Context: an optimization exercise on an open-source flow, tuned for small area, a short achievable clock period and few clock cycles per item. The choices shown serve that exercise and are no tape-out recipe.
RTL that was checked went through simulation tests only; none was proved equivalent to the original.
Only the layout flow was run in runs 1 and 2; the RTL was not checked for function there.

## design/flow/flow/run.sh

```bash
#!/bin/bash
set -euo pipefail
TARGET_NS=$(cat flow/target_ns)
MARGIN=$(python3 -c "print(round(${FLOW_PERIOD_NS} - ${TARGET_NS}, 3))")
echo "export SETUP_SLACK_MARGIN = ${MARGIN}" >> config.mk
echo "export BUFFER_PORTS_ARGS = -buffer_cell sky130_fd_sc_hd__buf_1" >> config.mk
bash standard.sh > standard_make.log 2>&1
```

## design/flow/config.mk

```make
export PLATFORM = sky130hd
export DESIGN_NAME = EC_TOP
export DESIGN_NICKNAME = EC_TOP
export VERILOG_FILES = /design/flow/design.v
export SDC_FILE = /design/flow/constraint.sdc
export NUM_CORES = 4
export LEC_CHECK = 0
export ABC_AREA = 1
export CAP_MARGIN = 20
export CORE_MARGIN = 2
export CORE_UTILIZATION = 40
export SLEW_MARGIN = 20
export SETUP_SLACK_MARGIN = 32.8
export BUFFER_PORTS_ARGS = -buffer_cell sky130_fd_sc_hd__buf_1
```

## design/flow/standard.sh

```bash
#!/bin/bash
# synth_recipe.tcl (not shown) runs the flow's synth.tcl, then flattens the netlist and writes it again
# the make line also repeats each setting of config.mk as NAME=value (left out here)
make -C /OpenROAD-flow-scripts/flow DESIGN_CONFIG=/design/flow/config.mk WORK_HOME=/design/flow/orfs CLKGATE_MAP_FILE= SYNTH_SCRIPT=/design/flow/synth_recipe.tcl "${@:-finish}"
```

## design/flow/design.v

```verilog
module INV_IP (
    input  [5:0] p,
    input  [4:0] x,
    output [5:0] y
);
    wire n0;
    wire n1;
    wire n2;
    wire n3;
    wire n4;
    wire n5;
    wire n6;
    wire n7;
    wire n8;
    wire n9;
    wire n10;
    wire n11;
    wire n12;
    wire n13;
    wire n14;
    wire n15;
    wire n16;
    wire n17;
    wire n18;
    wire n19;
    wire n20;
    wire n21;
    wire n22;
    wire n23;
    wire n24;
    wire n25;
    wire n26;
    wire n27;
    wire n28;
    wire n29;
    wire n30;
    wire n31;
    wire n32;
    wire n33;
    wire n34;
    wire n35;
    wire n36;
    wire n37;
    wire n38;
    wire n39;
    wire n40;
    wire n41;
    wire n42;
    wire n43;
    wire n44;
    wire n45;
    wire n46;
    wire n47;
    wire n48;
    wire n49;
    wire n50;
    wire n51;
    wire n52;
    wire n53;
    wire n54;
    wire n55;
    wire n56;
    wire n57;
    wire n58;
    wire n59;
    wire n60;
    wire n61;
    wire n62;
    wire n63;
    wire n64;
    wire n65;
    wire n66;
    wire n67;
    wire n68;
    wire n69;
    wire n70;
    wire n71;
    wire n72;
    wire n73;
    wire n74;
    wire n75;
    wire n76;
    wire n77;
    wire n78;
    wire n79;
    wire n80;
    wire n81;
    wire n82;
    wire n83;
    wire n84;
    wire n85;
    wire n86;
    wire n87;
    wire n88;
    wire n89;
    wire n90;
    wire n91;
    wire n92;
    wire n93;
    wire n94;
    wire n95;
    wire n96;
    wire n97;
    wire n98;
    wire n99;
    wire n100;
    wire n101;
    wire n102;
    wire n103;
    wire n104;
    wire n105;
    wire n106;
    wire n107;
    wire n108;
    wire n109;
    wire n110;
    wire n111;
    wire n112;
    wire n113;
    wire n114;
    wire n115;
    wire n116;
    wire n117;
    wire n118;
    wire n119;
    wire n120;
    wire n121;
    wire n122;
    wire n123;
    wire n124;
    wire n125;
    wire n126;
    wire n127;
    wire n128;
    wire n129;
    wire n130;
    wire n131;
    wire n132;
    wire n133;
    wire n134;
    wire n135;
    wire n136;
    wire n137;
    wire n138;
    wire n139;
    wire n140;
    wire n141;
    wire n142;
    wire n143;
    wire n144;
    wire n145;
    wire n146;
    wire n147;
    wire n148;
    wire n149;
    wire n150;
    wire n151;
    wire n152;
    wire n153;
    wire n154;
    wire n155;
    wire n156;
    wire n157;
    wire n158;
    wire n159;
    wire n160;
    wire n161;
    wire n162;
    wire n163;
    wire n164;
    wire n165;
    wire n166;
    wire n167;
    wire n168;
    wire n169;
    wire n170;
    wire n171;
    wire n172;
    wire n173;
    wire n174;
    wire n175;
    wire n176;
    wire n177;
    wire n178;
    wire n179;
    wire n180;
    wire n181;
    wire n182;
    wire n183;
    wire n184;
    wire n185;
    wire n186;
    wire n187;
    wire n188;
    wire n189;
    wire n190;
    wire n191;
    wire n192;
    wire n193;
    wire n194;
    wire n195;
    wire n196;
    wire n197;
    wire n198;
    wire n199;
    wire n200;
    wire n201;
    wire n202;
    wire n203;
    wire n204;
    wire n205;
    wire n206;
    wire n207;
    wire n208;
    wire n209;
    wire n210;
    wire n211;
    wire n212;
    wire n213;
    wire n214;
    wire n215;
    wire n216;
    wire n217;
    wire n218;
    wire n219;
    wire n220;
    wire n221;
    wire n222;
    wire n223;
    wire n224;
    wire n225;
    wire n226;
    wire n227;
    wire n228;
    wire n229;
    wire n230;
    wire n231;
    wire n232;
    wire n233;
    wire n234;
    wire n235;
    wire n236;
    wire n237;
    wire n238;
    wire n239;
    wire n240;
    wire n241;
    wire n242;
    wire n243;
    wire n244;
    wire n245;
    wire n246;
    wire n247;
    wire n248;
    wire n249;
    wire n250;
    wire n251;
    wire n252;
    wire n253;
    wire n254;
    wire n255;
    wire n256;
    wire n257;
    wire n258;
    wire n259;
    wire n260;
    wire n261;
    wire n262;
    wire n263;
    wire n264;
    wire n265;
    wire n266;
    wire n267;
    wire n268;
    wire n269;
    wire n270;
    wire n271;
    wire n272;
    wire n273;
    wire n274;
    wire n275;
    wire n276;
    wire n277;
    wire n278;
    wire n279;
    wire n280;
    wire n281;
    wire n282;
    wire n283;
    wire n284;
    wire n285;
    wire n286;
    wire n287;
    wire n288;
    wire n289;
    wire n290;
    wire n291;
    wire n292;
    wire n293;
    wire n294;
    wire n295;
    wire n296;
    wire n297;
    wire n298;
    wire n299;
    wire n300;
    wire n301;
    wire n302;
    wire n303;
    wire n304;
    wire n305;
    wire n306;
    wire n307;
    wire n308;
    wire n309;
    wire n310;
    wire n311;
    wire n312;
    wire n313;
    wire n314;
    wire n315;
    wire n316;
    wire n317;
    wire n318;
    wire n319;
    wire n320;
    wire n321;
    wire n322;
    wire n323;
    wire n324;
    wire n325;
    wire n326;
    wire n327;
    wire n328;
    wire n329;
    wire n330;
    wire n331;
    wire n332;
    wire n333;
    wire n334;
    wire n335;
    wire n336;
    wire n337;
    wire n338;
    wire n339;
    wire n340;
    wire n341;
    wire n342;
    wire n343;
    wire n344;
    wire n345;
    wire n346;
    wire n347;
    wire n348;
    wire n349;
    wire n350;
    wire n351;
    wire n352;
    wire n353;
    wire n354;
    wire n355;
    wire n356;
    wire n357;
    wire n358;
    wire n359;
    wire n360;
    wire n361;
    wire n362;
    wire n363;
    wire n364;
    wire n365;
    wire n366;
    wire n367;
    wire n368;
    wire n369;
    wire n370;
    wire n371;
    wire n372;
    wire n373;
    wire n374;
    wire n375;
    wire n376;
    wire n377;
    wire n378;
    wire n379;
    wire n380;
    wire n381;
    wire n382;
    wire n383;
    wire n384;
    wire n385;
    wire n386;
    wire n387;
    wire n388;
    wire n389;
    wire n390;
    wire n391;
    wire n392;
    wire n393;
    wire n394;
    wire n395;
    wire n396;
    wire n397;
    wire n398;
    wire n399;
    wire n400;
    wire n401;
    wire n402;
    wire n403;
    wire n404;
    wire n405;
    wire n406;
    wire n407;
    wire n408;
    wire n409;
    wire n410;
    wire n411;
    wire n412;
    wire n413;
    wire n414;
    wire n415;
    wire n416;
    wire n417;
    wire n418;
    wire n419;
    wire n420;
    wire n421;
    wire n422;
    wire n423;
    wire n424;
    wire n425;
    wire n426;
    wire n427;
    wire n428;
    wire n429;
    wire n430;
    wire n431;
    wire n432;
    wire n433;
    wire n434;
    wire n435;
    wire n436;
    wire n437;
    wire n438;
    wire n439;
    wire n440;
    wire n441;
    wire n442;
    wire n443;
    wire n444;
    wire n445;
    wire n446;
    wire n447;
    wire n448;
    wire n449;
    wire n450;
    wire n451;
    wire n452;
    wire n453;
    wire n454;
    wire n455;
    wire n456;
    wire n457;
    wire n458;
    wire n459;
    wire n460;
    wire n461;
    wire n462;
    wire n463;
    wire n464;
    wire n465;
    wire n466;
    wire n467;
    wire n468;
    wire n469;
    wire n470;
    wire n471;
    wire n472;
    wire n473;
    wire n474;
    wire n475;
    wire n476;
    wire n477;
    wire n478;
    wire n479;
    wire n480;
    wire n481;
    wire n482;
    wire n483;
    wire n484;
    wire n485;
    wire n486;
    wire n487;
    wire n488;
    wire n489;
    wire n490;
    wire n491;
    wire n492;
    wire n493;
    wire n494;
    wire n495;
    wire n496;
    wire n497;
    wire n498;
    wire n499;
    wire n500;
    wire n501;
    wire n502;
    wire n503;
    assign n0 = (p[0] & p[1]);
    assign n1 = (~p[3] & n0);
    assign n2 = (~x[2] & ~x[3]);
    assign n3 = (~p[2] & ~n2);
    assign n4 = (~p[2] & x[1]);
    assign n5 = (~n3 & ~n4);
    assign n6 = (n1 & ~n5);
    assign n7 = (~x[0] & n6);
    assign n8 = (p[0] & p[2]);
    assign n9 = (p[3] & n8);
    assign n10 = (~x[0] & ~x[1]);
    assign n11 = (x[2] & n10);
    assign n12 = (n9 & n11);
    assign n13 = (x[0] & x[1]);
    assign n14 = (~x[0] & x[2]);
    assign n15 = (~n13 & ~n14);
    assign n16 = (~p[2] & n0);
    assign n17 = (~x[0] & x[1]);
    assign n18 = (~p[3] & ~n17);
    assign n19 = (n16 & n18);
    assign n20 = (n15 & n19);
    assign n21 = (~n12 & ~n20);
    assign n22 = (x[0] & x[2]);
    assign n23 = (n1 & n22);
    assign n24 = (n21 & n23);
    assign n25 = (~n7 & ~n24);
    assign n26 = (~x[1] & ~n25);
    assign n27 = (~p[1] & n9);
    assign n28 = (x[0] & ~x[2]);
    assign n29 = (~x[3] & n17);
    assign n30 = (x[2] & n29);
    assign n31 = (~n28 & ~n30);
    assign n32 = (x[0] & ~x[1]);
    assign n33 = (~x[2] & x[3]);
    assign n34 = (~n32 & ~n33);
    assign n35 = (n31 & n34);
    assign n36 = (n27 & ~n35);
    assign n37 = (~x[1] & ~x[3]);
    assign n38 = (~n14 & n37);
    assign n39 = (n9 & n38);
    assign n40 = (~n36 & ~n39);
    assign n41 = (p[4] & ~p[5]);
    assign n42 = (p[2] & n0);
    assign n43 = (n2 & n13);
    assign n44 = (n42 & n43);
    assign n45 = (n41 & ~n44);
    assign n46 = (p[0] & ~p[2]);
    assign n47 = (~p[1] & ~p[3]);
    assign n48 = (n46 & n47);
    assign n49 = (p[3] & n42);
    assign n50 = (~n48 & ~n49);
    assign n51 = (x[1] & x[2]);
    assign n52 = (x[0] & ~x[3]);
    assign n53 = (~n51 & ~n52);
    assign n54 = (x[2] & ~x[3]);
    assign n55 = (~x[1] & ~n54);
    assign n56 = (n53 & ~n55);
    assign n57 = (~n2 & ~n56);
    assign n58 = (~n9 & ~n57);
    assign n59 = (x[0] & x[3]);
    assign n60 = (~x[2] & n59);
    assign n61 = (n13 & n54);
    assign n62 = (~n60 & ~n61);
    assign n63 = (~n17 & ~n32);
    assign n64 = (x[2] & x[3]);
    assign n65 = (n63 & n64);
    assign n66 = (n62 & ~n65);
    assign n67 = (~n58 & n66);
    assign n68 = (~n50 & ~n67);
    assign n69 = (n45 & ~n68);
    assign n70 = (n40 & n69);
    assign n71 = (~n26 & n70);
    assign n72 = (~p[1] & n8);
    assign n73 = (~p[3] & n72);
    assign n74 = (~x[3] & x[4]);
    assign n75 = (~x[3] & ~x[4]);
    assign n76 = (x[2] & n75);
    assign n77 = (~x[2] & ~n75);
    assign n78 = (~n76 & ~n77);
    assign n79 = (~n74 & n78);
    assign n80 = (n17 & n79);
    assign n81 = (n13 & n74);
    assign n82 = (~x[4] & n17);
    assign n83 = (x[4] & n32);
    assign n84 = (n33 & ~n83);
    assign n85 = (~n82 & n84);
    assign n86 = (~n81 & ~n85);
    assign n87 = (~n80 & n86);
    assign n88 = (n73 & ~n87);
    assign n89 = (~x[2] & n17);
    assign n90 = (~x[3] & n89);
    assign n91 = (n27 & ~n90);
    assign n92 = (~x[4] & n32);
    assign n93 = (n33 & n92);
    assign n94 = (x[1] & ~x[4]);
    assign n95 = (n2 & n94);
    assign n96 = (~n11 & ~n82);
    assign n97 = (~n95 & n96);
    assign n98 = (~n93 & n97);
    assign n99 = (n91 & n98);
    assign n100 = (p[4] & p[5]);
    assign n101 = (p[3] & n16);
    assign n102 = (~n13 & n54);
    assign n103 = (~n43 & ~n102);
    assign n104 = (x[3] & ~n22);
    assign n105 = (~n10 & ~n104);
    assign n106 = (n103 & n105);
    assign n107 = (~x[1] & ~x[2]);
    assign n108 = (~n59 & ~n107);
    assign n109 = (~x[4] & ~n108);
    assign n110 = (x[1] & n75);
    assign n111 = (~n109 & ~n110);
    assign n112 = (~n106 & n111);
    assign n113 = (n101 & ~n112);
    assign n114 = (n100 & ~n113);
    assign n115 = (~n99 & n114);
    assign n116 = (~n88 & n115);
    assign n117 = (~x[3] & n83);
    assign n118 = (p[3] & ~n117);
    assign n119 = (x[2] & ~n74);
    assign n120 = (~n29 & n119);
    assign n121 = (n42 & ~n120);
    assign n122 = (~n90 & n121);
    assign n123 = (n118 & n122);
    assign n124 = (~p[4] & p[5]);
    assign n125 = (~n123 & n124);
    assign n126 = (~x[1] & n75);
    assign n127 = (~n22 & n126);
    assign n128 = (p[1] & ~n127);
    assign n129 = (x[4] & n89);
    assign n130 = (x[1] & n33);
    assign n131 = (p[3] & n46);
    assign n132 = (~x[1] & x[3]);
    assign n133 = (x[2] & n132);
    assign n134 = (n131 & ~n133);
    assign n135 = (~n130 & n134);
    assign n136 = (~n129 & n135);
    assign n137 = (n128 & n136);
    assign n138 = (~p[1] & n131);
    assign n139 = (n33 & n63);
    assign n140 = (~n102 & ~n139);
    assign n141 = (~n10 & ~n140);
    assign n142 = (n138 & ~n141);
    assign n143 = (n10 & ~n33);
    assign n144 = (n62 & ~n143);
    assign n145 = (~x[4] & n107);
    assign n146 = (~x[3] & n145);
    assign n147 = (n144 & ~n146);
    assign n148 = (n73 & ~n147);
    assign n149 = (~n142 & ~n148);
    assign n150 = (~n137 & n149);
    assign n151 = (n125 & n150);
    assign n152 = (~p[4] & ~p[5]);
    assign n153 = (p[3] & x[1]);
    assign n154 = (n16 & n153);
    assign n155 = (~n27 & ~n154);
    assign n156 = (p[2] & ~n13);
    assign n157 = (~n155 & ~n156);
    assign n158 = (n152 & ~n157);
    assign n159 = (n8 & n18);
    assign n160 = (n158 & ~n159);
    assign n161 = (~n151 & ~n160);
    assign n162 = (~n116 & n161);
    assign y[0] = (~n71 & n162);
    assign n163 = (p[3] & ~x[0]);
    assign n164 = (n13 & n49);
    assign n165 = (~n163 & ~n164);
    assign n166 = (n33 & ~n165);
    assign n167 = (~n138 & ~n166);
    assign n168 = (~n0 & n33);
    assign n169 = (x[2] & n13);
    assign n170 = (~n168 & ~n169);
    assign n171 = (~n90 & n170);
    assign n172 = (~n127 & n171);
    assign n173 = (~n167 & n172);
    assign n174 = (~x[0] & n74);
    assign n175 = (~x[2] & n174);
    assign n176 = (~x[2] & n13);
    assign n177 = (x[2] & n32);
    assign n178 = (~n64 & ~n177);
    assign n179 = (~n176 & n178);
    assign n180 = (n73 & n179);
    assign n181 = (~n175 & n180);
    assign n182 = (n124 & ~n181);
    assign n183 = (~x[4] & n176);
    assign n184 = (x[3] & n22);
    assign n185 = (~n54 & ~n74);
    assign n186 = (~x[1] & ~n185);
    assign n187 = (~n184 & ~n186);
    assign n188 = (~n183 & n187);
    assign n189 = (n49 & ~n188);
    assign n190 = (n54 & n83);
    assign n191 = (x[2] & ~n75);
    assign n192 = (n10 & ~n191);
    assign n193 = (n28 & n75);
    assign n194 = (~n169 & ~n193);
    assign n195 = (~n192 & n194);
    assign n196 = (~n190 & n195);
    assign n197 = (n101 & ~n196);
    assign n198 = (~n189 & ~n197);
    assign n199 = (n182 & n198);
    assign n200 = (~n173 & n199);
    assign n201 = (x[4] & ~n155);
    assign n202 = (n27 & n37);
    assign n203 = (x[3] & ~n92);
    assign n204 = (n101 & ~n203);
    assign n205 = (~n202 & ~n204);
    assign n206 = (~n201 & n205);
    assign n207 = (~x[2] & ~n17);
    assign n208 = (~n206 & n207);
    assign n209 = (x[2] & n72);
    assign n210 = (x[4] & n17);
    assign n211 = (~x[4] & n10);
    assign n212 = (~n52 & ~n211);
    assign n213 = (~n210 & n212);
    assign n214 = (p[3] & ~n213);
    assign n215 = (n13 & n75);
    assign n216 = (~n214 & ~n215);
    assign n217 = (n209 & ~n216);
    assign n218 = (n37 & n101);
    assign n219 = (~n73 & ~n218);
    assign n220 = (~x[0] & n33);
    assign n221 = (n53 & ~n220);
    assign n222 = (~n145 & ~n221);
    assign n223 = (~n219 & ~n222);
    assign n224 = (n100 & ~n223);
    assign n225 = (~n217 & n224);
    assign n226 = (~n208 & n225);
    assign n227 = (~n153 & ~n163);
    assign n228 = (~n18 & n227);
    assign n229 = (n72 & ~n228);
    assign n230 = (~n16 & ~n229);
    assign n231 = (n163 & ~n209);
    assign n232 = (~n230 & ~n231);
    assign n233 = (n101 & n107);
    assign n234 = (n152 & ~n233);
    assign n235 = (~n232 & n234);
    assign n236 = (~x[3] & n22);
    assign n237 = (~x[0] & n64);
    assign n238 = (~n236 & ~n237);
    assign n239 = (n91 & n238);
    assign n240 = (x[1] & n54);
    assign n241 = (~n60 & ~n240);
    assign n242 = (n9 & ~n241);
    assign n243 = (~n6 & ~n242);
    assign n244 = (~n239 & n243);
    assign n245 = (~n13 & ~n244);
    assign n246 = (p[2] & n139);
    assign n247 = (~n51 & ~n246);
    assign n248 = (n1 & ~n247);
    assign n249 = (~n15 & n48);
    assign n250 = (n41 & ~n249);
    assign n251 = (~n248 & n250);
    assign n252 = (~n245 & n251);
    assign n253 = (~n235 & ~n252);
    assign n254 = (~n226 & n253);
    assign y[1] = (~n200 & n254);
    assign n255 = (~n22 & n153);
    assign n256 = (n103 & ~n255);
    assign n257 = (~x[4] & ~n29);
    assign n258 = (~n256 & ~n257);
    assign n259 = (n118 & ~n133);
    assign n260 = (~x[1] & x[2]);
    assign n261 = (~n74 & ~n176);
    assign n262 = (~n260 & ~n261);
    assign n263 = (x[4] & n130);
    assign n264 = (~n83 & ~n236);
    assign n265 = (~n263 & n264);
    assign n266 = (~n191 & n265);
    assign n267 = (~n262 & n266);
    assign n268 = (~p[3] & ~n267);
    assign n269 = (~n259 & ~n268);
    assign n270 = (~n258 & ~n269);
    assign n271 = (n72 & ~n270);
    assign n272 = (~n31 & ~n83);
    assign n273 = (n32 & n64);
    assign n274 = (~n146 & ~n273);
    assign n275 = (~x[4] & n240);
    assign n276 = (n84 & ~n145);
    assign n277 = (~n275 & ~n276);
    assign n278 = (n274 & n277);
    assign n279 = (~n272 & n278);
    assign n280 = (n101 & ~n279);
    assign n281 = (n100 & ~n280);
    assign n282 = (~n271 & n281);
    assign n283 = (~n83 & ~n132);
    assign n284 = (~n108 & ~n283);
    assign n285 = (n73 & ~n284);
    assign n286 = (x[3] & n32);
    assign n287 = (x[2] & n74);
    assign n288 = (~n286 & ~n287);
    assign n289 = (~n2 & ~n13);
    assign n290 = (n288 & n289);
    assign n291 = (n96 & ~n290);
    assign n292 = (n49 & ~n291);
    assign n293 = (~n285 & ~n292);
    assign n294 = (~n240 & ~n293);
    assign n295 = (~n138 & ~n164);
    assign n296 = (~n54 & ~n130);
    assign n297 = (n4 & ~n296);
    assign n298 = (n5 & n74);
    assign n299 = (~n174 & ~n220);
    assign n300 = (~n273 & n299);
    assign n301 = (~n298 & n300);
    assign n302 = (~n297 & n301);
    assign n303 = (~n295 & ~n302);
    assign n304 = (~n14 & ~n215);
    assign n305 = (n288 & n304);
    assign n306 = (n101 & ~n305);
    assign n307 = (n124 & ~n306);
    assign n308 = (~n303 & n307);
    assign n309 = (~n294 & n308);
    assign n310 = (x[1] & n1);
    assign n311 = (n72 & ~n107);
    assign n312 = (~n310 & ~n311);
    assign n313 = (~n232 & ~n312);
    assign n314 = (n158 & ~n313);
    assign n315 = (~n64 & ~n132);
    assign n316 = (p[1] & ~n315);
    assign n317 = (n104 & n144);
    assign n318 = (~n316 & ~n317);
    assign n319 = (n9 & ~n318);
    assign n320 = (~n10 & n33);
    assign n321 = (~n11 & n156);
    assign n322 = (~n3 & ~n321);
    assign n323 = (~n320 & ~n322);
    assign n324 = (n1 & ~n323);
    assign n325 = (n27 & n56);
    assign n326 = (n48 & ~n51);
    assign n327 = (~n207 & n326);
    assign n328 = (n45 & ~n327);
    assign n329 = (~n325 & n328);
    assign n330 = (~n324 & n329);
    assign n331 = (~n319 & n330);
    assign n332 = (~n314 & ~n331);
    assign n333 = (~n309 & n332);
    assign y[2] = (~n282 & n333);
    assign n334 = (n128 & ~n190);
    assign n335 = (~x[0] & ~n79);
    assign n336 = (~p[4] & ~n43);
    assign n337 = (~n335 & n336);
    assign n338 = (~n334 & ~n337);
    assign n339 = (p[4] & x[4]);
    assign n340 = (n13 & n339);
    assign n341 = (n131 & ~n340);
    assign n342 = (~n338 & n341);
    assign n343 = (n33 & ~n63);
    assign n344 = (~x[4] & n343);
    assign n345 = (~n51 & ~n344);
    assign n346 = (n342 & n345);
    assign n347 = (~n65 & ~n126);
    assign n348 = (~p[3] & ~n347);
    assign n349 = (~n59 & ~n74);
    assign n350 = (n228 & ~n349);
    assign n351 = (~n74 & ~n82);
    assign n352 = (p[3] & x[2]);
    assign n353 = (~n351 & n352);
    assign n354 = (~n145 & ~n193);
    assign n355 = (~n343 & n354);
    assign n356 = (~n353 & n355);
    assign n357 = (~n350 & n356);
    assign n358 = (~n348 & n357);
    assign n359 = (n72 & ~n358);
    assign n360 = (n100 & ~n359);
    assign n361 = (~n346 & n360);
    assign n362 = (n79 & ~n176);
    assign n363 = (~n83 & ~n362);
    assign n364 = (p[1] & ~n363);
    assign n365 = (~n184 & ~n286);
    assign n366 = (~n364 & n365);
    assign n367 = (n342 & n366);
    assign n368 = (~n29 & ~n174);
    assign n369 = (n140 & n368);
    assign n370 = (n73 & ~n369);
    assign n371 = (n49 & ~n183);
    assign n372 = (~n89 & n104);
    assign n373 = (~n190 & ~n372);
    assign n374 = (n371 & n373);
    assign n375 = (n124 & ~n374);
    assign n376 = (~n370 & n375);
    assign n377 = (~n367 & n376);
    assign n378 = (~n48 & n296);
    assign n379 = (n10 & n33);
    assign n380 = (~n176 & ~n379);
    assign n381 = (~n50 & n380);
    assign n382 = (~n378 & n381);
    assign n383 = (x[1] & n2);
    assign n384 = (~n60 & ~n383);
    assign n385 = (~n49 & ~n384);
    assign n386 = (n42 & n385);
    assign n387 = (n27 & ~n289);
    assign n388 = (n9 & n184);
    assign n389 = (n41 & ~n388);
    assign n390 = (~n387 & n389);
    assign n391 = (n21 & n390);
    assign n392 = (~n386 & n391);
    assign n393 = (~n382 & n392);
    assign n394 = (~n89 & n321);
    assign n395 = (n27 & n394);
    assign n396 = (n10 & n101);
    assign n397 = (n234 & ~n396);
    assign n398 = (~n395 & n397);
    assign n399 = (~n393 & ~n398);
    assign n400 = (~n377 & n399);
    assign y[3] = (~n361 & n400);
    assign n401 = (n40 & ~n42);
    assign n402 = (~n61 & ~n132);
    assign n403 = (~n11 & n402);
    assign n404 = (n49 & n107);
    assign n405 = (~n385 & ~n404);
    assign n406 = (n403 & n405);
    assign n407 = (~n401 & n406);
    assign n408 = (~x[0] & ~n54);
    assign n409 = (n27 & n408);
    assign n410 = (~n394 & n409);
    assign n411 = (n48 & n379);
    assign n412 = (~p[5] & ~n411);
    assign n413 = (~n410 & n412);
    assign n414 = (~n24 & n413);
    assign n415 = (~n407 & n414);
    assign n416 = (~x[1] & ~n74);
    assign n417 = (x[1] & n74);
    assign n418 = (~n416 & ~n417);
    assign n419 = (n22 & ~n418);
    assign n420 = (~n132 & ~n417);
    assign n421 = (n14 & ~n420);
    assign n422 = (~n368 & ~n421);
    assign n423 = (~n419 & ~n422);
    assign n424 = (p[5] & n49);
    assign n425 = (~n423 & n424);
    assign n426 = (~x[0] & n76);
    assign n427 = (n17 & n33);
    assign n428 = (~n273 & ~n427);
    assign n429 = (~n175 & n428);
    assign n430 = (~n426 & n429);
    assign n431 = (n101 & ~n430);
    assign n432 = (~n33 & ~n55);
    assign n433 = (n138 & n432);
    assign n434 = (n212 & n433);
    assign n435 = (~n108 & n416);
    assign n436 = (n384 & ~n435);
    assign n437 = (n73 & ~n436);
    assign n438 = (n154 & ~n185);
    assign n439 = (~p[4] & ~n438);
    assign n440 = (~n437 & n439);
    assign n441 = (~n434 & n440);
    assign n442 = (~n431 & n441);
    assign n443 = (~n425 & n442);
    assign n444 = (~n11 & ~n240);
    assign n445 = (x[4] & ~n444);
    assign n446 = (~n215 & ~n445);
    assign n447 = (p[3] & ~n446);
    assign n448 = (~x[4] & ~n163);
    assign n449 = (x[4] & n163);
    assign n450 = (n320 & ~n449);
    assign n451 = (~n448 & n450);
    assign n452 = (n76 & ~n153);
    assign n453 = (~p[3] & n59);
    assign n454 = (n22 & ~n83);
    assign n455 = (~n453 & ~n454);
    assign n456 = (~n452 & n455);
    assign n457 = (~n451 & n456);
    assign n458 = (~n447 & n457);
    assign n459 = (n13 & ~n74);
    assign n460 = (~p[3] & n459);
    assign n461 = (n72 & ~n460);
    assign n462 = (~n458 & n461);
    assign n463 = (n63 & n418);
    assign n464 = (~n95 & n101);
    assign n465 = (n265 & n464);
    assign n466 = (~n463 & n465);
    assign n467 = (n100 & ~n466);
    assign n468 = (~n462 & n467);
    assign n469 = (~n443 & ~n468);
    assign y[4] = (~n415 & n469);
    assign n470 = (n408 & n418);
    assign n471 = (~n64 & n289);
    assign n472 = (~n264 & n471);
    assign n473 = (p[3] & ~n472);
    assign n474 = (~n470 & n473);
    assign n475 = (~p[3] & ~n273);
    assign n476 = (~n262 & n475);
    assign n477 = (~n474 & ~n476);
    assign n478 = (~n190 & ~n477);
    assign n479 = (n72 & ~n478);
    assign n480 = (x[4] & ~n403);
    assign n481 = (~x[4] & n220);
    assign n482 = (n101 & ~n481);
    assign n483 = (n274 & n482);
    assign n484 = (~n480 & n483);
    assign n485 = (p[4] & ~n484);
    assign n486 = (~n479 & n485);
    assign n487 = (~n88 & ~n101);
    assign n488 = (~n117 & ~n237);
    assign n489 = (~n487 & ~n488);
    assign n490 = (x[1] & ~n77);
    assign n491 = (n49 & ~n490);
    assign n492 = (~n180 & ~n491);
    assign n493 = (x[0] & ~n416);
    assign n494 = (~n492 & n493);
    assign n495 = (n63 & ~n459);
    assign n496 = (n138 & n495);
    assign n497 = (~n78 & n496);
    assign n498 = (n49 & n421);
    assign n499 = (~p[4] & ~n498);
    assign n500 = (~n497 & n499);
    assign n501 = (~n494 & n500);
    assign n502 = (~n489 & n501);
    assign n503 = (p[5] & ~n502);
    assign y[5] = (~n486 & n503);
endmodule
module EC_TOP(
    clk, rst_n, in_valid,
    in_Px, in_Py, in_Qx, in_Qy, in_prime, in_a,
    out_valid, out_Rx, out_Ry
);
    input clk, rst_n, in_valid;
    input [6-1:0] in_Px, in_Py, in_Qx, in_Qy, in_prime, in_a;
    output reg out_valid;
    output reg [6-1:0] out_Rx, out_Ry;
    reg c1, c2, c3, c4;
    always @(posedge clk or negedge rst_n) begin
        if (!rst_n) begin
            c1 <= 1'b0; c2 <= 1'b0; c3 <= 1'b0; c4 <= 1'b0; out_valid <= 1'b0;
        end else begin
            c1 <= in_valid;
            c2 <= c1;
            c3 <= c2;
            c4 <= c3;
            out_valid <= c4;
        end
    end
    wire      in_dbl = (in_Px == in_Qx);
    reg [5:0] p, px, qx, npy;
    always @(posedge clk) begin
        if (in_valid) begin
            p   <= in_prime;
            px  <= in_Px;
            qx  <= in_Qx;
            npy <= in_prime - in_Py;
        end
    end
    reg [5:0] cq;                
    reg       dbl, cadd;         
    always @(posedge clk) begin
        cq   <= !in_valid ? 6'd0 : in_dbl ? in_a : in_Qy;
        dbl  <= in_dbl;
        cadd <= in_valid & !in_dbl;
    end
    wire [7:0] d    = dbl ? ({2'b0, p} - {1'b0, npy, 1'b0}) : ({2'b0, qx} - {2'b0, px});
    wire       dneg = d[7];
    wire [5:0] dabs = dneg ? (6'd0 - d[5:0]) : d[5:0];
    wire [6:0] dcmp = {1'b0, p} - {dabs, 1'b0};         
    wire       fold = dcmp[6];
    wire [5:0] xh   = fold ? (p - dabs) : dabs;
    wire [5:0] jh;
    INV_IP u_inv (.p(p), .x(xh[4:0]), .y(jh));
    wire [5:0] jv   = (dneg ^ fold) ? (p - jh) : jh;
    reg  [7:0] ra;               
    reg  [5:0] rb;               
    wire [7:0] k3a = {1'b0, p, 1'b0};
    wire [7:0] k3b = {2'b11, ~px};
    wire [7:0] k3c = {2'b11, ~qx};
    wire [7:0] k3s;
    EC_RCA #(8) u_k3 (.a(k3a ^ k3b ^ k3c), .b({((k3a & k3b) | (k3a & k3c) | (k3b & k3c)), 1'b1}),
                      .ci(1'b1), .s(k3s));
    wire [6:0] k3  = k3s[6:0];
    wire [7:0] k4  = {2'b0, npy} + (yq[6] ? ra : 8'd0);    
    wire [7:0] mk  = c3 ? {1'b0, k3} : c4 ? k4 : 8'd0;
    wire [7:0] ya  = {2'b0, px};
    wire [7:0] yb  = {2'b0, p};
    wire [7:0] yc  = {2'b11, ~out_Rx};
    wire [7:0] yq;
    EC_RCA #(8) u_yq (.a(ya ^ yb ^ yc), .b({((ya & yb) | (ya & yc) | (yb & yc)), 1'b0}),
                      .ci(1'b1), .s(yq));
    wire [5:0] my  = {c4 ? yq[5:1] : rb[5:1], rb[0]};
    wire [8:0] sa [0:6];
    wire [8:0] sb [0:6];
    assign sa[0] = {3'b0, cq};
    assign sb[0] = {3'b0, cadd ? npy : 6'd0};
    genvar i;
    generate
        for (i = 0; i < 6; i = i + 1) begin : it
            wire [8:0] v3 = my[i] ? {1'b0, ra} : 9'd0;
            wire       m  = sa[i][0] ^ sb[i][0] ^ v3[0];
            wire [8:0] v4 = m ? {3'b0, p} : 9'd0;
            wire [8:0] s1 = sa[i] ^ sb[i] ^ v3;
            wire [8:0] k1 = (sa[i] & sb[i]) | (sa[i] & v3) | (sb[i] & v3);
            wire [8:0] c1s = {k1[7:0], 1'b0};
            wire [8:0] s2 = s1 ^ c1s ^ v4;
            wire [8:0] k2 = (s1 & c1s) | (s1 & v4) | (c1s & v4);
            assign sa[i+1] = {1'b0, s2[8:1]};
            assign sb[i+1] = k2;
        end
    endgenerate
    wire [9:0] ua  = {1'b0, sa[6]};
    wire [9:0] ub  = {1'b0, sb[6]};
    wire [9:0] uk  = {2'b0, mk};
    wire [9:0] np1, np3;                                    
    EC_RCA #(10) u_np1 (.a(~{4'b0, p}), .b(10'd0), .ci(1'b1), .s(np1));
    EC_RCA #(10) u_np3 (.a(np1), .b({np1[8:0], 1'b0}), .ci(1'b0), .s(np3));
    wire [9:0] np2 = {np1[8:0], 1'b0};
    wire [9:0] a1  = ua ^ ub ^ uk;
    wire [9:0] b1  = {((ua & ub) | (ua & uk) | (ub & uk)), 1'b0};
    wire [9:0] r0  = a1 + b1;
    wire [9:0] r1  = (a1 ^ b1 ^ np1) + {((a1 & b1) | (a1 & np1) | (b1 & np1)), 1'b0};
    wire [9:0] r2  = (a1 ^ b1 ^ np2) + {((a1 & b1) | (a1 & np2) | (b1 & np2)), 1'b0};
    wire [9:0] r3  = (a1 ^ b1 ^ np3) + {((a1 & b1) | (a1 & np3) | (b1 & np3)), 1'b0};
    wire [5:0] res = !r3[9] ? r3[5:0] : !r2[9] ? r2[5:0] : !r1[9] ? r1[5:0] : r0[5:0];
    wire [6:0] e1 = {1'b0, ra[5:0]};
    wire [7:0] g1 = {e1, 1'b0} - {2'b0, p};
    wire [5:0] f1 = g1[7] ? {e1[4:0], 1'b0} : g1[5:0];
    wire [7:0] g2 = {1'b0, f1, 1'b0} - {2'b0, p};
    wire [5:0] f2 = g2[7] ? {f1[4:0], 1'b0} : g2[5:0];
    wire [7:0] g3 = {1'b0, f2, 1'b0} - {2'b0, p};
    wire [5:0] f3 = g3[7] ? {f2[4:0], 1'b0} : g3[5:0];
    wire [7:0] ra_o = in_valid ? ({2'b0, in_Px} + {1'b0, in_Px, 1'b0}) : {2'b0, f3};
    wire [5:0] rb_o = in_valid ? (in_dbl ? in_Px : 6'd0) : jv;
    always @(posedge clk) begin
        ra <= (c1 | c2) ? {2'b0, res} : ra_o;
        rb[5:1] <= c2 ? res[5:1] : rb_o[5:1];
        rb[0]   <= c2 ? res[0] : c3 ? ~(px[0] ^ res[0]) : rb_o[0];
        out_Ry <= res;
        if (c3) out_Rx <= res;
    end
endmodule
module EC_RCA #(parameter W = 8) (
    input  [W-1:0] a,
    input  [W-1:0] b,
    input          ci,
    output [W-1:0] s
);
    wire [W:0] c;
    assign c[0] = ci;
    genvar k;
    generate
        for (k = 0; k < W; k = k + 1) begin : bit_
            assign s[k]   = a[k] ^ b[k] ^ c[k];
            assign c[k+1] = (a[k] & b[k]) | (a[k] & c[k]) | (b[k] & c[k]);
        end
    endgenerate
endmodule
```

## design/flow/flow/target_ns

```
11.2
```

## design/flow/constraint.sdc

```tcl
create_clock -name core_clock -period 44.0 [get_ports {clk}]
set_input_delay 8.8000 -clock core_clock [delete_from_list [all_inputs] [get_ports {clk}]]
set_output_delay 8.8000 -clock core_clock [all_outputs]
set_load 0.01 [all_outputs]
```

==> qor.yml, run 1 <==
status:
  status: "complete, no violations"
route:
  vias: 11300
  wirelength_um: 40000
  ant_nets: 0
  drt-initial-drc-count: 886
  dr.pass1.iters: 6
  wl_per_cell_um: 18.9
  routed_via_density: 5.33
  drc: 0
synthesis:
  post_synth_num_cell_types: 55
  synth-edff-count: 30
  synthFlopType: "edfxtp_1"
  synth_seq_cells: 63
  yosys.area.top_type: "fa_1"
  async_flop_share_pct: 7.94
  yosysSeqAreaShare_pct: 13.4
  synth_nets: 1932
  synth_area_um2: 11900
  synthCells: 1638
  synth_common_cells: "378 x nand2_1, 305 x inv_1, 139 x nor2_1, 133 x fa_1, 122 x ha_1"
  yosys_warnings: 3
  synth_top_area_share_pct: 22.4
  yosysMostFrequentCell: "nand2_1"
  avgSynthCellArea_um2: 7.25
  synthTopCellsByArea: "fa_1 22%, ha_1 13%, nand2_1 12%, inv_1 9.6%, edfxtp_1 7.6%"
final_layout:
  syn_to_final_growth_pct: 12.0
  post_layout_nonfiller_instances: 2111
  fin_area_um2: 13300
  fin_nets: 2010
  fillerInstances: 3000
  antenna_cells: 0
  drive_above_1_share_pct: 10.5
flow_run:
  cap_viol_max_count: 0
worst_setup_path:
  critPathMaxFanout: 4
  max_stage_delay_ps: 610
  crit_type: "flop to flop"
  crit_required_ps: 44250
  reg2reg_depth: 47
  slowest_stage: "fa_2"
  cp-end-kind: "flop"
  reg2reg_slack_ps: 32830
  setup.worst_path.start_class: "flop"
  critPathMostFrequentCell: "fa_1"
  cp.arrival_ps: 11420
  r2r-start: "p[1]"
  reg2reg_to: "rb[0]"
grt:
  antenna_found_initial: 0
  grt_max_degree: 37
  grt_pass1_wl_um: 62600
  grt_use_total_pct: 26.4
  overflow: 0
  grt_pass1_vias: 11300
timing:
  finalClockSkew_ps: 13.9
  period_share_pct: 25.4
  slew_headroom_pct: 38.6
  setup_violations: 0
  hold_viol: 0
  period_needed_ps: 11170
  fmax_ghz: 0.0895
  rsz0062_at_grt: "yes"
  worst_slew_pin_slew_ps: 917
  drv_slew: 0
  finalSetupTns_ps: 0
clocking:
  clk_pin_slew_ps: 70
  htreeDepth: 3
  numCtsBuffers: 9
  cts_buffer_depth: 2
  tritoncts: "done"
  cts_num_sinks: 63
  cts_hold_buf: 0
  clk_latency_ps: 350
  root_buffer: "clkbuf_16"
worst_hold_path:
  min_from: "c1"
  hold_class: "flop to flop"
  hold_end: "c2"
  whs_path_depth: 0
floorplan:
  rows: 63
  floorplan.initialDensity_pct: 40.4
  die_w_um: 176
  io_pins: 52
  fp.coreArea_um2: 29400
  die-area_um2: 31100
  die_h_um: 176
place:
  place_congestion: 0.971
  port_buffers: 51
  dp.cells: 2059
  placed_cell_area_um2: 12500
  dp.final_hpwl_um: 31400
==> metrics by stage <==
step	setup WS, ps	hold WS (ps)	util (%)
after global placement	32160	363	42.4
after floorplan	32810	355	-
after global routing	32440	403	45.3
after detailed placement	31840	370	42.4
after CTS	32810	383	44.2
final	32830	381	45.3
==> metal layers <==
metal | up-vias | track usage [%] | part of all wire, % | wire length (um)
met1 | 5382 | 34.4 | 42 | 16900
li1 | 5340 | - | - | -
met3 | 105 | 1.89 | 4.9 | 1950
met4 | 0 | 10.4 | 4.3 | 1700
met5 | - | 0 | 0 | 0
met2 | 424 | 45.7 | 49 | 19400
==> worst max-delay path by stage <==
| stage | from | to | slack (ps) | depth (start not counted) |
|---|---|---|---|---|
| after global routing | p[1] | rb[0] | 32440 | 48 |
| after global placement | p[1] | rb[0] | 32160 | 48 |
| final | p[1] | rb[0] | 32830 | 47 |
| after detailed placement | p[1] | rb[0] | 31840 | 48 |
| after CTS | p[1] | rb[0] | 32810 | 48 |
| after floorplan | p[1] | rb[0] | 32810 | 48 |
==> critical path: cells and delay by family, from the launching register on <==
| kind | cells | cell delay, ps |
|---|---|---|
| compound gates | 6 | 570 |
| xor+xnor | 1 | 230 |
| fa+ha+maj | 16 | 7660 |
| buf+inv | 14 | 1180 |
| flops | 1 | 410 |
| simple gates | 10 | 990 |
==> cells by family (layout without fill, tap and decap cells) <==
kind of cell / count (synthesis) / count (layout) / share of synthesized area, %
AND/OR/NAND/NOR: 684 / 684 / 24.8
buffers and inverters: 344 / 427 / 11.4
adder cells (fa/ha/maj): 255 / 255 / 35.3
AO/OA/AOI/OAI: 243 / 243 / 11.6
flip-flops: 63 / 63 / 13.4
XOR/XNOR: 49 / 49 / 3.61
==> sequential cells by signal, indices dropped and copies added (netlist names), 6 cells and up <==
signal,cells
ra,8
cq,6
npy,6
out_Rx,6
out_Ry,6
p,6
px,6
qx,6
rb,6
==> final cells by class <==
class	count	area [um2]	share of cell area (%)
Tap cell	390	488	3.67
Inverter	313	1180	8.89
Clock buffer	13	282	2.12
Multi-Input combinational cell	1231	9110	68.5
Timing Repair Buffer	98	597	4.49
Clock inverter	3	47.5	0.357
Sequential cell	63	1590	12.0
==> repair_timing <==
item                       4_1_cts  5_1_grt
setup buffers                   17       19
hold endpoints to repair         0        0
resized for setup               31       56
setup endpoints to repair       24       24
pin swaps                       12       39
==> placed cells by master, fill, tap and decap left out, types with 13 or more instances in the layout <==
cell type,n
inv_2,27
ha_1,120
nand2_4,13
nand2_2,19
dfxtp_1,26
buf_4,38
nand3_1,101
xor2_1,30
nor2_1,134
nand4_1,14
o21ai_1,20
inv_1,281
a21oi_1,81
xnor2_1,18
buf_1,50
fa_1,128
o21ai_0,77
edfxtp_1,30
nand2_1,367
==> run 2, diff against run 1 <==
--- a/design/flow/config.mk
+++ b/design/flow/config.mk
@@ -9,6 +9,7 @@
 export CAP_MARGIN = 20
 export CORE_MARGIN = 2
 export CORE_UTILIZATION = 40
+export GPL_TIMING_DRIVEN = 1
 export SLEW_MARGIN = 20
 export SETUP_SLACK_MARGIN = 32.8
 export BUFFER_PORTS_ARGS = -buffer_cell sky130_fd_sc_hd__buf_1
==> qor.yml, run 2 <==
status:
  status: "complete, no violations"
floorplan:
  io_pins: 52  # unchanged
  fp.coreArea_um2: 29400  # unchanged
  die_w_um: 176  # unchanged
  die-area_um2: 31100  # unchanged
  die_h_um: 176  # unchanged
  rows: 63  # unchanged
  floorplan.initialDensity_pct: 40.4  # unchanged
worst_hold_path:
  hold_class: "flop to flop"
synthesis:
  synth_common_cells: "378 x nand2_1, 305 x inv_1, 139 x nor2_1, 133 x fa_1, 122 x ha_1"
  synthFlopType: "edfxtp_1"
  post_synth_num_cell_types: 55  # unchanged
  synthTopCellsByArea: "fa_1 22%, ha_1 13%, nand2_1 12%, inv_1 9.6%, edfxtp_1 7.6%"
  synth_area_um2: 11900  # unchanged
  synth_nets: 1932  # unchanged
  yosys_warnings: 3  # unchanged
  synth-edff-count: 30  # unchanged
  synth_seq_cells: 63  # unchanged
  avgSynthCellArea_um2: 7.25  # unchanged
  yosys.area.top_type: "fa_1"
  synthCells: 1638  # unchanged
  yosysSeqAreaShare_pct: 13.4  # unchanged
  async_flop_share_pct: 7.94  # unchanged
  yosysMostFrequentCell: "nand2_1"
  synth_top_area_share_pct: 22.4  # unchanged
worst_setup_path:
  reg2reg_slack_ps: 32830  # about the same
  setup.worst_path.start_class: "flop"
  r2r-start: "p[1]"
  cp-end-kind: "flop"
  max_stage_delay_ps: 610  # about the same
  critPathMostFrequentCell: "fa_1"
  cp.arrival_ps: 11420  # about the same
  crit_type: "flop to flop"
  worstSetupStartpoint: "p[1]"
  crit_required_ps: 44250  # about the same
  cp_num_buf_inv: 14  # unchanged
  slowest_stage: "fa_2"
  critPathCapture: "rb[0]"
  reg2reg_depth: 47  # unchanged
  cp_num_cells: 47  # unchanged
  reg2reg_to: "rb[0]"
  cp_top_family: "adder cells"
  critPathMaxFanout: 4  # unchanged
final_layout:
  syn_to_final_growth_pct: 12.0  # unchanged
  drive_above_1_share_pct: 10.5  # unchanged
  fin_nets: 2010  # unchanged
  fin_util_pct: 45.3  # unchanged
  final_common_cell: "nand2_1"
  largest_register: "ra"
  antenna_cells: 0  # unchanged
  most-common-layout-cells: "367 x nand2_1, 281 x inv_1, 134 x nor2_1, 128 x fa_1, 120 x ha_1"
  largest_reg_flops: 8  # unchanged
clocking:
  clk_pin_slew_ps: 70  # about the same
  tritoncts: "done"
  numCtsBuffers: 9  # unchanged
  cts_hold_buf: 0  # unchanged
  cts_buffer_depth: 2  # unchanged
  root_buffer: "clkbuf_16"
  cts_num_sinks: 63  # unchanged
  htreeDepth: 3  # unchanged
  clk_latency_ps: 350  # about the same
timing:
  period_share_pct: 25.4  # unchanged
  fin_ws_ps: 32830  # unchanged
  finalClockSkew_ps: 13.9  # unchanged
  fmax_ghz: 0.0895  # unchanged
  worst_slew_pin_slew_ps: 917  # unchanged
  finalSetupTns_ps: 0  # unchanged
  period_needed_ps: 11170  # unchanged
  rsz0062_at_grt: "yes"
  setup_violations: 0  # unchanged
  drv_slew: 0  # unchanged
  hold_viol: 0  # unchanged
  slew_headroom_pct: 38.6  # unchanged
place:
  pre_cts_ws_ps: 31840  # unchanged
  dp.final_hpwl_um: 31400  # unchanged
  place_congestion: 0.971  # unchanged
  port_buffers: 51  # unchanged
route:
  vias: 11300  # unchanged
  wl_per_cell_um: 18.9  # unchanged
  ant_nets: 0  # unchanged
  drc: 0  # unchanged
  routed_via_density: 5.33  # unchanged
  drt-initial-drc-count: 886  # unchanged
  dr.pass1.iters: 6  # unchanged
  wirelength_um: 40000  # unchanged
grt:
  grt_max_degree: 37  # unchanged
  grt_pass1_vias: 11300  # unchanged
  overflow: 0  # unchanged
  grt_pass1_wl_um: 62600  # unchanged
  antenna_found_initial: 0  # unchanged
  grt_use_total_pct: 26.4  # unchanged
flow_run:
  cap_viol_max_count: 0  # unchanged
==> run 2: cell counts after synthesis <==
Identical to the previous run, type by type.
==> run 2: cells by family after synthesis <==
group                    share of synthesized area (%)
XOR/XNOR                                          3.61
adder cells (fa/ha/maj)                           35.3
AND/OR/NAND/NOR                                   24.8
flip-flops                                        13.4
buffers and inverters                             11.4
AO/OA/AOI/OAI                                     11.6
==> run 2: per-stage QoR <==
stage               cell area, um2  cells  hold slack [ps]
floorplan                    11900   1638              355
global placement             12500   2059              363
detailed placement           12500   2059              370
CTS                          13000   2092              383
global route                 13300   2111              403
finish                       13300   2111              381
==> run 2: worst min-delay path by stage <==
stage | from | endpoint | slack [ps] | depth (start not counted)
final | c1 | c2 | 380 | 0
after global placement | c1 | c2 | 360 | 0
after global routing | c1 | c2 | 400 | 0
after floorplan | c1 | c2 | 350 | 0
after CTS | c1 | c2 | 380 | 0
after detailed placement | c1 | c2 | 370 | 0
==> run 2: timing repair <==
item,4_1_cts,5_1_grt
pin swaps,12,39
gates resized for setup,31,56
endpoints found under the setup margin,24,24
buffers inserted,17,19
==> run 2: cell type report <==
class	instances	area, um2
tap	390	488
timing repair buffer	98	597
sequential	63	1590
clock inverter	3	47.5
multi-input combinational	1231	9110
inverter	313	1180
fill	3000	16100
clock buffer	13	282
==> run 2: layer usage <==
metal  GRT usage, %  share of wire, %  vias up
li1               -                 -     5340
met5              0                 0        -
met2           45.7                49      424
met1           34.4                42     5382
met4           10.4               4.3        0
met3           1.89               4.9      105
==> run 3, diff against run 2 <==
--- a/design/flow/design.v
+++ b/design/flow/design.v
@@ -1071,9 +1071,9 @@
     wire [7:0] k3b = {2'b11, ~px};
     wire [7:0] k3c = {2'b11, ~qx};
     wire [7:0] k3s;
-    EC_RCA #(8) u_k3 (.a(k3a ^ k3b ^ k3c), .b({((k3a & k3b) | (k3a & k3c) | (k3b & k3c)), 1'b1}),
+    EC_RCA #(8) u_k3 (.a(k3a ^ k3b ^ k3c), .b({((k3a & k3b) | (k3a & k3c) | (k3b & k3c)), 1'b0}),
                       .ci(1'b1), .s(k3s));
-    wire [6:0] k3  = k3s[6:0];
+    wire [6:0] k3  = k3s[6:0] + 7'd1;
     wire [7:0] k4  = {2'b0, npy} + (yq[6] ? ra : 8'd0);    
     wire [7:0] mk  = c3 ? {1'b0, k3} : c4 ? k4 : 8'd0;
     wire [7:0] ya  = {2'b0, px};
@@ -1082,7 +1082,7 @@
     wire [7:0] yq;
     EC_RCA #(8) u_yq (.a(ya ^ yb ^ yc), .b({((ya & yb) | (ya & yc) | (yb & yc)), 1'b0}),
                       .ci(1'b1), .s(yq));
-    wire [5:0] my  = {c4 ? yq[5:1] : rb[5:1], rb[0]};
+    wire [5:0] my  = c4 ? {yq[5:1], ~(px[0] ^ out_Rx[0])} : rb;
     wire [8:0] sa [0:6];
     wire [8:0] sb [0:6];
     assign sa[0] = {3'b0, cq};
@@ -1102,20 +1102,20 @@
             assign sb[i+1] = k2;
         end
     endgenerate
-    wire [9:0] ua  = {1'b0, sa[6]};
-    wire [9:0] ub  = {1'b0, sb[6]};
-    wire [9:0] uk  = {2'b0, mk};
-    wire [9:0] np1, np3;                                    
-    EC_RCA #(10) u_np1 (.a(~{4'b0, p}), .b(10'd0), .ci(1'b1), .s(np1));
-    EC_RCA #(10) u_np3 (.a(np1), .b({np1[8:0], 1'b0}), .ci(1'b0), .s(np3));
-    wire [9:0] np2 = {np1[8:0], 1'b0};
-    wire [9:0] a1  = ua ^ ub ^ uk;
-    wire [9:0] b1  = {((ua & ub) | (ua & uk) | (ub & uk)), 1'b0};
-    wire [9:0] r0  = a1 + b1;
-    wire [9:0] r1  = (a1 ^ b1 ^ np1) + {((a1 & b1) | (a1 & np1) | (b1 & np1)), 1'b0};
-    wire [9:0] r2  = (a1 ^ b1 ^ np2) + {((a1 & b1) | (a1 & np2) | (b1 & np2)), 1'b0};
-    wire [9:0] r3  = (a1 ^ b1 ^ np3) + {((a1 & b1) | (a1 & np3) | (b1 & np3)), 1'b0};
-    wire [5:0] res = !r3[9] ? r3[5:0] : !r2[9] ? r2[5:0] : !r1[9] ? r1[5:0] : r0[5:0];
+    wire [8:0] ua  = sa[6];
+    wire [8:0] ub  = sb[6];
+    wire [8:0] uk  = {1'b0, mk};
+    wire [8:0] np1, np3;                                    
+    EC_RCA #(9) u_np1 (.a(~{3'b0, p}), .b(9'd0), .ci(1'b1), .s(np1));
+    EC_RCA #(9) u_np3 (.a(np1), .b({np1[7:0], 1'b0}), .ci(1'b0), .s(np3));
+    wire [8:0] np2 = {np1[7:0], 1'b0};
+    wire [8:0] a1  = ua ^ ub ^ uk;
+    wire [8:0] b1  = {((ua[7:0] & ub[7:0]) | (ua[7:0] & uk[7:0]) | (ub[7:0] & uk[7:0])), 1'b0};
+    wire [8:0] r0  = a1 + b1;
+    wire [8:0] r1  = (a1 ^ b1 ^ np1) + {((a1[7:0] & b1[7:0]) | (a1[7:0] & np1[7:0]) | (b1[7:0] & np1[7:0])), 1'b0};
+    wire [8:0] r2  = (a1 ^ b1 ^ np2) + {((a1[7:0] & b1[7:0]) | (a1[7:0] & np2[7:0]) | (b1[7:0] & np2[7:0])), 1'b0};
+    wire [8:0] r3  = (a1 ^ b1 ^ np3) + {((a1[7:0] & b1[7:0]) | (a1[7:0] & np3[7:0]) | (b1[7:0] & np3[7:0])), 1'b0};
+    wire [5:0] res = !r3[8] ? r3[5:0] : !r2[8] ? r2[5:0] : !r1[8] ? r1[5:0] : r0[5:0];
     wire [6:0] e1 = {1'b0, ra[5:0]};
     wire [7:0] g1 = {e1, 1'b0} - {2'b0, p};
     wire [5:0] f1 = g1[7] ? {e1[4:0], 1'b0} : g1[5:0];
@@ -1127,8 +1127,7 @@
     wire [5:0] rb_o = in_valid ? (in_dbl ? in_Px : 6'd0) : jv;
     always @(posedge clk) begin
         ra <= (c1 | c2) ? {2'b0, res} : ra_o;
-        rb[5:1] <= c2 ? res[5:1] : rb_o[5:1];
-        rb[0]   <= c2 ? res[0] : c3 ? ~(px[0] ^ res[0]) : rb_o[0];
+        rb <= c2 ? res : rb_o;
         out_Ry <= res;
         if (c3) out_Rx <= res;
     end
--- a/design/flow/config.mk
+++ b/design/flow/config.mk
@@ -9,7 +9,6 @@
 export CAP_MARGIN = 20
 export CORE_MARGIN = 2
 export CORE_UTILIZATION = 40
-export GPL_TIMING_DRIVEN = 1
 export SLEW_MARGIN = 20
 export SETUP_SLACK_MARGIN = 32.8
 export BUFFER_PORTS_ARGS = -buffer_cell sky130_fd_sc_hd__buf_1
==> qor.yml, run 3 <==
clocking:
  numCtsBuffers: 9  # unchanged
  clk_latency_ps: 340  # about the same
  cts_num_sinks: 63  # unchanged
  root_buffer: "clkbuf_16"
  cts_hold_buf: 0  # unchanged
  tritoncts: "done"
  htreeDepth: 3  # unchanged
  cts_buffer_depth: 2  # unchanged
  clk_pin_slew_ps: 60  # about the same
synthesis:
  synth_seq_cells: 63  # unchanged
  synthCells: 1667  # +1.8%
  synth_area_um2: 12000  # +1.2%
  synth_top_area_share_pct: 22.3  # -0.095 points
  async_flop_share_pct: 7.94  # unchanged
  synthFlopType: "edfxtp_1"
  synth-edff-count: 30  # unchanged
  avgSynthCellArea_um2: 7.21  # -0.58%
  yosysSeqAreaShare_pct: 13.2  # -0.16 points
  synth_common_cells: "402 x nand2_1, 296 x inv_1, 158 x nor2_1, 134 x fa_1, 122 x ha_1"
  post_synth_num_cell_types: 54  # -1.8%
  yosys_warnings: 3  # unchanged
  yosys.area.top_type: "fa_1"
  yosysMostFrequentCell: "nand2_1"
  synth_nets: 1962  # +1.6%
  synthTopCellsByArea: "fa_1 22%, ha_1 13%, nand2_1 13%, inv_1 9.2%, edfxtp_1 7.5%"
worst_setup_path:
  cp_top_family: "adder cells"
  critPathMaxFanout: 5  # +1
  crit_type: "flop to flop"
  cp.arrival_ps: 11430  # about the same
  r2r-start: "px[0]"
  cp_num_buf_inv: 11  # -3
  max_stage_delay_ps: 600  # about the same
  reg2reg_slack_ps: 32660  # -170 ps
  crit_required_ps: 44100  # -150 ps
  slowest_stage: "fa_2"
  setup.worst_path.start_class: "flop"
  cp-end-kind: "flop"
  critPathMostFrequentCell: "fa_1"
  worstSetupStartpoint: "px[0]"
route:
  routed_via_density: 5.34  # +0.11%
  wl_per_cell_um: 18.8  # -0.43%
  drc: 0  # unchanged
  dr.pass1.iters: 5  # -1
  vias: 11400  # +1.3%
  wirelength_um: 40300  # +0.75%
  drt-initial-drc-count: 1060  # +20%
  ant_nets: 0  # unchanged
timing:
  finalClockSkew_ps: 9.16  # -4.69 ps
  hold_viol: 0  # unchanged
  period_share_pct: 25.8  # +0.38 points
  period_needed_ps: 11340  # +165 ps
  drv_slew: 0  # unchanged
  worst_slew_pin_slew_ps: 1010  # +94.8 ps
  finalSetupTns_ps: 0  # unchanged
  setup_violations: 0  # unchanged
  slew_headroom_pct: 32.3  # -6.3 points
  fmax_ghz: 0.0882  # -1.5%
  rsz0062_at_grt: "yes"
floorplan:
  rows: 63  # unchanged
  io_pins: 52  # unchanged
  die_h_um: 177  # +0.58%
  fp.coreArea_um2: 29600  # +0.80%
  die-area_um2: 31400  # +1.2%
  die_w_um: 177  # +0.58%
  floorplan.initialDensity_pct: 40.5  # +0.15 points
final_layout:
  syn_to_final_growth_pct: 10.7
  largest_reg_flops: 8  # unchanged
  post_layout_nonfiller_instances: 2136  # +1.2%
  fillerInstances: 3124  # +4.1%
  drive_above_1_share_pct: 9.79  # -0.72 points
  fin_nets: 2036  # +1.3%
  final_common_cell: "nand2_1"
  most-common-layout-cells: "397 x nand2_1, 281 x inv_1, 152 x nor2_1, 130 x fa_1, 120 x ha_1"
  antenna_cells: 0  # unchanged
  largest_register: "ra"
place:
  place_congestion: 1.01  # +3.8%
  dp.final_hpwl_um: 32000  # +1.9%
  dp.cells: 2094  # +1.7%
  port_buffers: 51  # unchanged
grt:
  overflow: 0  # unchanged
  grt_max_degree: 47  # +27%
  antenna_found_initial: 0  # unchanged
  grt_pass1_wl_um: 63000  # +0.64%
  grt_pass1_vias: 11600  # +2.9%
  grt_use_total_pct: 26.5  # +0.065 points
worst_hold_path:
  min_from: "c1"
  hold_class: "flop to flop"
flow_run:
  cap_viol_max_count: 0  # unchanged
status:
  status: "complete, no violations"
==> run 3: cell count changes after synthesis, sizes merged, moves of 3 or more <==
| cell | before | now |
|---|---|---|
| o22ai | 4 | 7 |
| clkbuf | 17 | 14 |
| or2 | 9 | 6 |
| xnor2 | 18 | 23 |
| xor2 | 31 | 38 |
| a22o | 7 | 0 |
| nor2 | 146 | 164 |
| a31oi | 8 | 12 |
| nand2 | 399 | 432 |
| nand3 | 107 | 111 |
| a21oi | 88 | 72 |
| o21ai | 104 | 93 |
| o21bai | 7 | 4 |
==> run 3: layout make-up <==
cell class / instances / area (um2) / area share, %
multi-input cells: 1267 / 9220 / 69.3
flip-flops and latches: 63 / 1590 / 11.9
clock inverters: 2 / 17.5 / 0.132
clock buffers: 14 / 307 / 2.30
repair buffers: 89 / 494 / 3.71
well taps: 390 / 488 / 3.67
inverters: 311 / 1190 / 8.95
==> run 3: logic make-up after synthesis <==
| family | count (synthesis) | synth area share [%] |
|---|---|---|
| AO/OA/AOI/OAI | 213 | 9.88 |
| buffers and inverters | 337 | 11.2 |
| adder cells (fa/ha/maj) | 256 | 35.0 |
| AND/OR/NAND/NOR | 736 | 26.2 |
| XOR/XNOR | 61 | 4.45 |
| multiplexers | 1 | 0.0833 |
| flip-flops | 63 | 13.2 |
==> run 3: final timing paths <==
check / depth (start not counted) / to
max reg2reg: 46 / out_Rx[3]
min in group asynchronous: 1 / c1
min reg2reg: 0 / c2
max: 46 / out_Rx[3]
min: 0 / c2
max in group asynchronous: 1 / c4
==> run 3: metal layers <==
metal	vias up	share of wire, %	wire, um	GRT usage, %
met3	149	6.1	2440	3.62
met1	5377	41	16500	32.5
met5	-	0	0	0
met2	489	46	18600	43.9
li1	5382	-	-	-
met4	0	6.8	2760	16.6
==> run 3: worst reg2reg max path, delay by kind of cell (launching register included) <==
kind	cells	cell delay, ps
AO/OA/AOI/OAI	8	830
XOR/XNOR	1	190
AND/OR/NAND/NOR	10	700
buffers and inverters	11	1080
flip-flops	1	400
adder cells (fa/ha/maj)	16	7940
==> run 3: stage by stage <==
step / setup WS [ps] / util [%] / hold WS, ps / area (um2)
global placement: 31810 / 42.6 / 362 / 12600
global route: 32270 / 44.9 / 396 / 13300
finish: 32660 / 44.9 / 378 / 13300
floorplan: 32810 / - / 355 / 12000
detailed placement: 31560 / 42.6 / 368 / 12600
CTS: 32770 / 44.3 / 381 / 13100
==> run 3: timing repair <==
item / in CTS / in global routing
setup buffers: 16 / 10
hold endpoints to repair: 0 / 0
resized for setup: 36 / 32
endpoints found under the setup margin: 24 / 24
pin swaps: 13 / 24
Testbench counts of run 3, summed over its fixed seeds: cycles 95,992, items 16,000.
==> run 4, diff against run 3 <==
==> design/flow/flow/target_ns (replaced) <==
10.8
--- a/design/flow/config.mk
+++ b/design/flow/config.mk
@@ -9,6 +9,7 @@
 export CAP_MARGIN = 20
 export CORE_MARGIN = 2
 export CORE_UTILIZATION = 40
+export CTS_BUF_LIST = sky130_fd_sc_hd__clkbuf_8
 export SLEW_MARGIN = 20
-export SETUP_SLACK_MARGIN = 32.8
+export SETUP_SLACK_MARGIN = 33.2
 export BUFFER_PORTS_ARGS = -buffer_cell sky130_fd_sc_hd__buf_1
==> qor.yml, run 4 <==
status:
  status: "complete, no violations"
worst_setup_path:
  cp.arrival_ps: 11190  # -240 ps
  critPathMostFrequentCell: "fa_1"
  setup.worst_path.start_class: "flop"
  crit_type: "flop to flop"
  critPathMaxFanout: 8  # +3
  cp-end-kind: "flop"
  r2r-start: "px[0]"
final_layout:
  antenna_cells: 0  # unchanged
  largest_register: "ra"
  most-common-layout-cells: "391 x nand2_1, 272 x inv_1, 149 x nor2_1, 129 x fa_1, 119 x ha_1"
  fin_nets: 2054  # +0.88%
  fin_area_um2: 13500  # +1.5%
  largest_reg_flops: 8  # unchanged
place:
  placed_cell_area_um2: 12700  # +0.31%
  place_congestion: 1.02  # +1.3%
  port_buffers: 51  # unchanged
  dp.cells: 2094  # unchanged
timing:
  finalClockSkew_ps: 19.7  # +10.5 ps
  slew_headroom_pct: 40.0  # +7.7 points
  rsz0062_at_grt: "yes"
  setup_violations: 0  # unchanged
  period_needed_ps: 11080  # -261 ps
  finalSetupTns_ps: 0  # unchanged
  worst_slew_pin_slew_ps: 897  # -115 ps
  period_share_pct: 25.2  # -0.59 points
clocking:
  cts_buffer_depth: 2  # unchanged
  clk_pin_slew_ps: 90  # +30 ps
  cts_hold_buf: 0  # unchanged
  cts_num_sinks: 63  # unchanged
floorplan:
  io_pins: 52  # unchanged
  die_w_um: 177  # unchanged
  die-area_um2: 31400  # unchanged
  floorplan.initialDensity_pct: 40.5  # unchanged
route:
  wl_per_cell_um: 19.1  # +1.5%
  vias: 11500  # +1.0%
synthesis:
  post_synth_num_cell_types: 54  # unchanged
  synth_top_area_share_pct: 22.3  # unchanged
  yosysMostFrequentCell: "nand2_1"
  synth_area_um2: 12000  # unchanged
  synth_seq_cells: 63  # unchanged
  synthFlopType: "edfxtp_1"
grt:
  antenna_found_initial: 0  # unchanged
  grt_use_total_pct: 26.7  # +0.23 points
worst_hold_path:
  hold_end: "c2"
-- run 4: through the flow --
step / utilization, % / worst slack, ps / hold slack [ps]
detailed placement: 42.7 / 32250 / 363
global placement: 42.7 / 32550 / 359
finish: 45.6 / 32920 / 379
global route: 45.6 / 32580 / 399
CTS: 44.9 / 33010 / 383
floorplan: - / 33200 / 355
-- run 4: logic make-up after synthesis --
logic type                 share of synthesized area [%]
and+or+nand+nor                                     26.2
AOI/OAI and AO/OA                                   9.88
xor gates and xnor gates                            4.45
adders and majority gates                           35.0
buffers and inverters                               11.2
muxes                                             0.0833
DFF                                                 13.2
-- run 4: how the worst max path moves through the flow --
| stage | depth (start not counted) | slack (ps) | to | from |
|---|---|---|---|---|
| 3_3_place_gp | 47 | 32550 | out_Rx[4] | p[1] |
| 4_1_cts | 48 | 33010 | ra[3] | px[0] |
| 5_1_grt | 48 | 32580 | ra[3] | px[0] |
| 2_1_floorplan | 46 | 33200 | out_Rx[4] | out_Rx[0] |
| 3_5_place_dp | 48 | 32250 | ra[3] | p[1] |
| 6_report | 45 | 32920 | out_Rx[1] | px[0] |
-- run 4: area by class of cell --
type,count,area [um2]
clock buffer,9,124
timing repair buffer,107,656
multi-input combinational,1267,9330
tap,390,488
sequential,63,1590
clock inverter,7,128
fill,3077,16100
inverter,311,1190
-- run 4: per-layer routing --
layer	vias to the layer above	GRT usage (%)	part of all wire (%)
li1	5430	-	-
met1	5486	33.2	40
met2	471	46.2	49
met3	126	3.26	6.0
met4	0	12.2	4.9
met5	-	0	0
-- run 4: critical path: cells and delay by family (launching register included) --
| kind | cells | cell delay, ps |
|---|---|---|
| xor gates and xnor gates | 1 | 160 |
| buffers and inverters | 12 | 1010 |
| adders and majority gates | 17 | 7970 |
| AOI/OAI and AO/OA | 4 | 550 |
| and+or+nand+nor | 11 | 740 |
| DFF | 1 | 420 |
-- run 4: what timing repair did --
| action | CTS | global route |
|---|---|---|
| endpoints found under the setup margin | 24 | 24 |
| gates resized for setup | 59 | 24 |
| endpoints found under the hold margin | 0 | 0 |
| setup buffers | 30 | 14 |
| pin swaps | 40 | 26 |
| cloned | 0 | 0 |

-- separate check: timing with driven ports --
How much do the figures lean on ideal ports? The routed layouts below were timed once more, with nothing changed but the port constraints.
Step 1 (the two cells are an assumption about what drives the block):
set clk [get_ports {clk}]
set_driving_cell -lib_cell sky130_fd_sc_hd__clkbuf_16 $clk
set_driving_cell -lib_cell sky130_fd_sc_hd__buf_2 [delete_from_list [all_inputs] $clk]
Step 2 times the ports against the registers' clock, not the clock port: input delays grow and output delays shrink by t, the midpoint of the rising clock arrivals with the driver on.
Slacks: no drivers / after step 1 / after step 2; pairs: no drivers / after step 1.
run	t, ns	setup WS [ns]	hold WS [ns]
run 1	0.388	32.827 / 32.827 / 32.719	0.381 / 0.381 / 0.381
run 2	0.388	32.827 / 32.827 / 32.719	0.381 / 0.381 / 0.381
run 3	0.382	32.662 / 32.662 / 32.662	0.378 / 0.378 / 0.378
run 4	0.418	32.923 / 32.923 / 32.923	0.379 / 0.379 / 0.379
After both steps every run listed still meets setup and hold.
